Context: an optimization exercise on an open-source flow, tuned for small area, a short achievable clock period and few clock cycles. The choices shown serve that exercise and are no tape-out recipe.
RTL that was checked went through simulation tests only; none was proved equivalent to the original.

==> flow/design.v <==
`timescale 1ns / 1ps
module Gcd(
	input [15:0] d1,
	input [15:0] d2,
	input clk,
	input rst,
	input start,
	output ready,
	output [15:0] gcd,
	output finished_flag
);
reg [15:0] a;
reg [15:0] b;
reg        busy;
function [15:0] pfx;
	input [15:0] v;
	integer l, i;
	begin
		pfx = v;
		for (l = 0; l < 4; l = l + 1)
			for (i = 0; i < 16; i = i + 1)
				if ((i >> l) & 1)
					pfx[i] = pfx[i] | pfx[((i >> l) << l) - 1];
	end
endfunction
function [3:0] enc;
	input [15:0] h;
	begin
		enc[0] = |(h & 16'hAAAA);
		enc[1] = |(h & 16'hCCCC);
		enc[2] = |(h & 16'hF0F0);
		enc[3] = |(h & 16'hFF00);
	end
endfunction
wire [15:0] axb = a ^ b;
wire [15:0] p   = a | b;
wire [15:0] pp  = pfx(p);
wire [15:0] px  = pfx(axb);
wire done = ~px[15] | ~|a | ~|b;
assign ready         = ~busy | done;
assign finished_flag = busy & done;
assign gcd           = a | b;
wire [15:0] lo = p & ~{pp[14:0], 1'b0};      
wire [15:0] lx = axb & ~{px[14:0], 1'b0};    
wire b_even = ~|(b & lo);                    
wire [3:0] s = enc(lx) - enc(lo);
reg [15:0] cg, cp;
integer li, ii;
always @* begin
	cg = a & ~b;
	cp = ~axb;
	cg[0] = cg[0] | cp[0];    
	for (li = 0; li < 4; li = li + 1)
		for (ii = (2 << li) - 1; ii < 16; ii = ii + (2 << li)) begin
			cg[ii] = cg[ii] | (cp[ii] & cg[ii - (1 << li)]);
			cp[ii] = cp[ii] & cp[ii - (1 << li)];
		end
	for (li = 2; li >= 0; li = li - 1)
		for (ii = 3 * (1 << li) - 1; ii < 16; ii = ii + (2 << li)) begin
			cg[ii] = cg[ii] | (cp[ii] & cg[ii - (1 << li)]);
			cp[ii] = cp[ii] & cp[ii - (1 << li)];
		end
end
wire [15:0] dab    = ~axb ^ {cg[14:0], 1'b1};
wire        a_lt_b = ~cg[15];
wire [15:0] dabs   = dab ^ ({px[14:0], 1'b0} & {16{a_lt_b}});
wire [15:0] a_step   = dabs >> s;
wire        b_take_a = b_even | a_lt_b;
always @(posedge clk) begin
	if (ready) begin
		a <= d1;
		b <= d2;
	end else begin
		a <= a_step;
		if (b_take_a)
			b <= a;
	end
	if (~rst)
		busy <= 1'b0;
	else if (ready)
		busy <= start;
end
endmodule
Settings: LEC_CHECK=0, ABC_AREA=1, CAP_MARGIN=20, CORE_MARGIN=2, CORE_UTILIZATION=40, PLACE_DENSITY=0.6, SETUP_SLACK_MARGIN=1.5, SLEW_MARGIN=20; clock period 4.5 ns.
standard.sh (not shown) runs the stock make flow with config.mk's settings and CLKGATE_MAP_FILE= SYNTH_SCRIPT=/design/flow/synth_recipe.tcl, a recipe that flattens the netlist after the stock synthesis.
==> flow/flow/run.sh <==
#!/bin/bash
# Standard layout, except:
# - synthesis leaves the adder cells (fa/ha) to abc instead of mapping them
#   first (ADDER_MAP_FILE empty), and abc runs flow/abc.script: ORFS's area
#   script without its final upsize/dnsize passes (the layout's own repair
#   sizes the cells);
# - the port buffers are sky130_fd_sc_hd__buf_2 instead of the cell
#   buffer_ports picks by itself (clkdlybuf4s50_1).
set -euo pipefail
here=$PWD
cat > my_synth.tcl <<TCL
proc abc {args} {
  set i [lsearch -exact \$args -script]
  if {\$i >= 0} { lset args [expr {\$i + 1}] $here/flow/abc.script }
  puts "abc with script $here/flow/abc.script"
  yosys abc {*}\$args
}
TCL
cat synth_recipe.tcl >> my_synth.tcl
bash standard.sh ADDER_MAP_FILE= SYNTH_SCRIPT=$here/my_synth.tcl synth > synth.log 2>&1
bash standard.sh "BUFFER_PORTS_ARGS=-buffer_cell sky130_fd_sc_hd__buf_2" > layout.log 2>&1
==> flow/flow/abc.script <==
strash
dch
map -B 0.9
topo
stime -c
buffer -c
Testbench counts at the start, summed over its fixed seeds: cycles 21,896.
Next try:
--- a/flow/design.v
+++ b/flow/design.v
@@ -9,12 +9,13 @@
 	output [15:0] gcd,
 	output finished_flag
 );
 reg [15:0] a;
 reg [15:0] b;
 reg        busy;
+reg        zero;    
 function [15:0] pfx;
 	input [15:0] v;
 	integer l, i;
 	begin
 		pfx = v;
 		for (l = 0; l < 4; l = l + 1)
@@ -33,20 +34,21 @@
 	end
 endfunction
 wire [15:0] axb = a ^ b;
 wire [15:0] p   = a | b;
 wire [15:0] pp  = pfx(p);
 wire [15:0] px  = pfx(axb);
-wire done = ~px[15] | ~|a | ~|b;
+wire done = ~px[15] | zero;
 assign ready         = ~busy | done;
 assign finished_flag = busy & done;
 assign gcd           = a | b;
 wire [15:0] lo = p & ~{pp[14:0], 1'b0};      
 wire [15:0] lx = axb & ~{px[14:0], 1'b0};    
 wire b_even = ~|(b & lo);                    
-wire [3:0] s = enc(lx) - enc(lo);
+wire [3:0] sd = enc(lx) - enc(lo);
+wire [2:0] s  = sd[3] ? 3'd7 : sd[2:0];
 reg [15:0] cg, cp;
 integer li, ii;
 always @* begin
 	cg = a & ~b;
 	cp = ~axb;
 	cg[0] = cg[0] | cp[0];    
@@ -67,12 +69,13 @@
 wire [15:0] a_step   = dabs >> s;
 wire        b_take_a = b_even | a_lt_b;
 always @(posedge clk) begin
 	if (ready) begin
 		a <= d1;
 		b <= d2;
+		zero <= ~|d1 | ~|d2;
 	end else begin
 		a <= a_step;
 		if (b_take_a)
 			b <= a;
 	end
 	if (~rst)
The new run went through all stages and came out clean.
Synthesized cell count falls by roughly a tenth.
Wire length falls by about a fifth.
Worst setup slack gains 0.048 ns.
Testbench counts after the change, summed over its fixed seeds: cycles 22,013.

* * *

// Gcd: RTL as listed in full above, without the edits since
export LEC_CHECK = 0
export ABC_AREA = 1
export CAP_MARGIN = 20
export CORE_MARGIN = 2
export CORE_UTILIZATION = 40
export PLACE_DENSITY = 0.6
export SETUP_SLACK_MARGIN = 1.2
export SLEW_MARGIN = 20
create_clock -name core_clock -period 4.5 [get_ports {clk}]
==> flow/flow/run.sh <==
#!/bin/bash
# Standard layout, except that synthesis leaves the adder cells (fa/ha) to
# abc instead of mapping them first (ADDER_MAP_FILE empty).
set -euo pipefail
bash standard.sh ADDER_MAP_FILE= synth > synth.log 2>&1
bash standard.sh > layout.log 2>&1
The first run finished with timing, DRC and antenna clean.
Testbench counts at the start, summed over its fixed seeds: cycles 21,896.
Rerun with:
--- a/flow/design.v
+++ b/flow/design.v
@@ -48,21 +48,17 @@
 integer li, ii;
 always @* begin
 	cg = a & ~b;
 	cp = ~axb;
 	cg[0] = cg[0] | cp[0];    
 	for (li = 0; li < 4; li = li + 1)
-		for (ii = (2 << li) - 1; ii < 16; ii = ii + (2 << li)) begin
-			cg[ii] = cg[ii] | (cp[ii] & cg[ii - (1 << li)]);
-			cp[ii] = cp[ii] & cp[ii - (1 << li)];
-		end
-	for (li = 2; li >= 0; li = li - 1)
-		for (ii = 3 * (1 << li) - 1; ii < 16; ii = ii + (2 << li)) begin
-			cg[ii] = cg[ii] | (cp[ii] & cg[ii - (1 << li)]);
-			cp[ii] = cp[ii] & cp[ii - (1 << li)];
-		end
+		for (ii = 0; ii < 16; ii = ii + 1)
+			if ((ii >> li) & 1) begin
+				cg[ii] = cg[ii] | (cp[ii] & cg[((ii >> li) << li) - 1]);
+				cp[ii] = cp[ii] & cp[((ii >> li) << li) - 1];
+			end
 end
 wire [15:0] dab    = ~axb ^ {cg[14:0], 1'b1};
 wire        a_lt_b = ~cg[15];
 wire [15:0] dabs   = dab ^ ({px[14:0], 1'b0} & {16{a_lt_b}});
 wire [15:0] a_step   = dabs >> s;
 wire        b_take_a = b_even | a_lt_b;
Effect:
- routed wire length increases by about a fifth
- cell area increases by roughly a tenth
- sequential cell count is unchanged
- cell count rose by roughly a tenth
- clock-buffer cell count does not change
The RTL of the second run of this note was laid out without a check of its function.

* * *

RTL: the design.v shown in full above, as it stands there.
clock: 4.5 ns
lec_check: 0
abc_area: 1
cap_margin: 20
core_margin: 2
core_utilization: 40
place_density: 0.6
setup_slack_margin: 1.0
slew_margin: 20
==> flow/flow/run.sh <==
#!/bin/bash
# Standard layout, except:
# - synthesis leaves the adder cells (fa/ha) to abc instead of mapping them
#   first (ADDER_MAP_FILE empty), and abc runs flow/abc.script: ORFS's area
#   script without its final upsize/dnsize passes (the layout's own repair
#   sizes the cells);
# - the port buffers are sky130_fd_sc_hd__buf_2 instead of the cell
#   buffer_ports picks by itself (clkdlybuf4s50_1).
set -euo pipefail
here=$PWD
cat > my_synth.tcl <<TCL
proc abc {args} {
  set i [lsearch -exact \$args -script]
  if {\$i >= 0} { lset args [expr {\$i + 1}] $here/flow/abc.script }
  puts "abc with script $here/flow/abc.script"
  yosys abc {*}\$args
}
TCL
cat synth_recipe.tcl >> my_synth.tcl
bash standard.sh ADDER_MAP_FILE= SYNTH_SCRIPT=$here/my_synth.tcl synth > synth.log 2>&1
bash standard.sh "BUFFER_PORTS_ARGS=-buffer_cell sky130_fd_sc_hd__buf_2" > layout.log 2>&1
Scripts as last shown in full above: flow/flow/abc.script
The starting point finished clean.
Testbench counts at the start, summed over its fixed seeds: cycles 21,896.
Rerun with:
--- a/flow/design.v
+++ b/flow/design.v
@@ -9,12 +9,13 @@
 	output [15:0] gcd,
 	output finished_flag
 );
 reg [15:0] a;
 reg [15:0] b;
 reg        busy;
+reg        zero;    
 function [15:0] pfx;
 	input [15:0] v;
 	integer l, i;
 	begin
 		pfx = v;
 		for (l = 0; l < 4; l = l + 1)
@@ -33,20 +34,21 @@
 	end
 endfunction
 wire [15:0] axb = a ^ b;
 wire [15:0] p   = a | b;
 wire [15:0] pp  = pfx(p);
 wire [15:0] px  = pfx(axb);
-wire done = ~px[15] | ~|a | ~|b;
+wire done = ~px[15] | zero;
 assign ready         = ~busy | done;
 assign finished_flag = busy & done;
 assign gcd           = a | b;
 wire [15:0] lo = p & ~{pp[14:0], 1'b0};      
 wire [15:0] lx = axb & ~{px[14:0], 1'b0};    
 wire b_even = ~|(b & lo);                    
-wire [3:0] s = enc(lx) - enc(lo);
+wire [3:0] sd = enc(lx) - enc(lo);
+wire [2:0] s  = sd[3] ? 3'd7 : sd[2:0];
 reg [15:0] cg, cp;
 integer li, ii;
 always @* begin
 	cg = a & ~b;
 	cp = ~axb;
 	cg[0] = cg[0] | cp[0];    
@@ -67,12 +69,13 @@
 wire [15:0] a_step   = dabs >> s;
 wire        b_take_a = b_even | a_lt_b;
 always @(posedge clk) begin
 	if (ready) begin
 		a <= d1;
 		b <= d2;
+		zero <= ~|d1 | ~|d2;
 	end else begin
 		a <= a_step;
 		if (b_take_a)
 			b <= a;
 	end
 	if (~rst)
Fmax shrinks by 0.79%.
Routed wire length shrinks by 19%.
Non-clock buffer count shrinks by 3.
Count of clock-buffer cells in the layout is unchanged.
Die area shrinks by 5.8%.
Worst hold slack improved by 0.074 ns.
Synthesized area shrinks by 6.0%.
Register-to-register slack is about the same.
Testbench counts after the change, summed over its fixed seeds: cycles 22,013.

* * *

// Gcd: RTL as listed in full above, without the edits since
clock: 4.5 ns
lec_check: 0
abc_area: 1
cap_margin: 20
core_margin: 2
core_utilization: 40
place_density: 0.6
setup_slack_margin: 1.2
slew_margin: 20
Scripts as last shown in full above: flow/flow/run.sh, flow/flow/abc.script
Testbench counts at the start, summed over its fixed seeds: cycles 21,896.
Next try:
--- a/flow/design.v
+++ b/flow/design.v
@@ -12,6 +12,7 @@
 reg [15:0] a;
 reg [15:0] b;
 reg        busy;
+reg        zero;    
 function [15:0] pfx;
 	input [15:0] v;
 	integer l, i;
@@ -36,14 +37,15 @@
 wire [15:0] p   = a | b;
 wire [15:0] pp  = pfx(p);
 wire [15:0] px  = pfx(axb);
-wire done = ~px[15] | ~|a | ~|b;
+wire done = ~px[15] | zero;
 assign ready         = ~busy | done;
 assign finished_flag = busy & done;
 assign gcd           = a | b;
 wire [15:0] lo = p & ~{pp[14:0], 1'b0};      
 wire [15:0] lx = axb & ~{px[14:0], 1'b0};    
 wire b_even = ~|(b & lo);                    
-wire [3:0] s = enc(lx) - enc(lo);
+wire [3:0] sd = enc(lx) - enc(lo);
+wire [2:0] s  = sd[3] ? 3'd7 : sd[2:0];
 reg [15:0] cg, cp;
 integer li, ii;
 always @* begin
@@ -70,6 +72,7 @@
 	if (ready) begin
 		a <= d1;
 		b <= d2;
+		zero <= ~|d1 | ~|d2;
 	end else begin
 		a <= a_step;
 		if (b_take_a)
Synthesized area decreases by 6.0%.
Worst setup slack got worse by 21 ps.
Sequential cell count increases by 1.
Cell count decreases by 11%.
Via count decreases by 11%.
Routed wire length decreases by 19%.
Testbench counts after the change, summed over its fixed seeds: cycles 22,013.

* * *

== before ==
RTL: the design.v shown in full above, as it stands there.
clock: 4.5 ns
lec_check: 0
abc_area: 1
cap_margin: 20
core_margin: 2
core_utilization: 40
place_density: 0.6
setup_slack_margin: 0.8
slew_margin: 20
==> flow/flow/run.sh <==
#!/bin/bash
# Standard layout, except that synthesis leaves the adder cells (fa/ha) to
# abc instead of mapping them first (ADDER_MAP_FILE empty).
set -euo pipefail
bash standard.sh ADDER_MAP_FILE= synth > synth.log 2>&1
bash standard.sh > layout.log 2>&1
Testbench counts of before, summed over its fixed seeds: cycles 21,896.
Inputs modified between before and after:
-- flow/design.v --
<<< before, line 13
reg [15:0] b;
reg        busy;
function [15:0] pfx;
	input [15:0] v;
>>> after, line 13
reg [15:0] b;
reg        busy;
reg        zero;    
function [15:0] pfx;
	input [15:0] v;
<<< before, line 37
wire [15:0] pp  = pfx(p);
wire [15:0] px  = pfx(axb);
wire done = ~px[15] | ~|a | ~|b;
assign ready         = ~busy | done;
assign finished_flag = busy & done;
>>> after, line 38
wire [15:0] pp  = pfx(p);
wire [15:0] px  = pfx(axb);
wire done = ~px[15] | zero;
assign ready         = ~busy | done;
assign finished_flag = busy & done;
<<< before, line 71
		a <= d1;
		b <= d2;
	end else begin
		a <= a_step;
>>> after, line 72
		a <= d1;
		b <= d2;
		zero <= ~|d1 | ~|d2;
	end else begin
		a <= a_step;
Notes after the runs:
Clock-cell share of area, after and before: lower on before. Summary of after over before: hold slack fell by 0.019 ns; fraction of met1 tracks used by global routing rose by 3.7 points. Final design area excluding fillers (after vs. before) increases by a few percent. after completed; timing, DRC and antenna clean. before reached the end of the flow, and the finished layout is clean on the timing, design-rule and antenna checks. | final period demand of the worst path | higher: after |.
Function not checked in after: the RTL went through the layout flow alone.

[re-timing with driven ports]
No port has a modelled driver above. Below, the same layouts with a new extraction and two added sets of constraints. Step 1 sets driving cells, clkbuf_16 on the clock port and buf_2 on the other inputs (assumed; they add their load-dependent delay and slew). Step 2 adds t to the input delays and takes it off the output delays; t is the mean of the earliest and latest rising clock arrival at the registers after step 1. Input paths then give back, and output paths get back, about the clock's delay inside the block. a / b / c = ideal / step 1 / step 2; a / b = the first two.
| run | t (ns) | slack for setup (ns) | worst hold slack (ns) | clock arrival spread, ns |
|---|---|---|---|---|
| the first run of note 1 | 0.314 | 1.551 / 1.526 / 1.596 | 0.675 / 0.675 / 0.675 | 0.012 / 0.011 |
| the second run of note 1 | 0.320 | 1.600 / 1.600 / 1.600 | 0.651 / 0.651 / 0.651 | 0.008 / 0.007 |
| the first run of note 2 | 0.318 | 1.375 / 1.344 / 1.424 | 0.670 / 0.670 / 0.670 | 0.010 / 0.010 |
| the second run of note 2 | 0.314 | 1.468 / 1.449 / 1.468 | 0.650 / 0.650 / 0.650 | 0.008 / 0.007 |
| the first run of note 3 | 0.311 | 1.267 / 1.267 / 1.267 | 0.582 / 0.582 / 0.582 | 0.008 / 0.009 |
| the second run of note 3 | 0.321 | 1.241 / 1.215 / 1.283 | 0.656 / 0.656 / 0.656 | 0.007 / 0.007 |
| the first run of note 4 | 0.315 | 1.394 / 1.369 / 1.505 | 0.674 / 0.674 / 0.674 | 0.010 / 0.011 |
| the second run of note 4 | 0.317 | 1.373 / 1.348 / 1.405 | 0.643 / 0.643 / 0.643 | 0.005 / 0.005 |
| before | 0.319 | 1.043 / 1.012 / 1.331 | 0.668 / 0.668 / 0.668 | 0.007 / 0.007 |
| after | 0.318 | 1.026 / 0.996 / 1.210 | 0.649 / 0.649 / 0.649 | 0.012 / 0.012 |
After both steps every run listed still meets setup and hold.
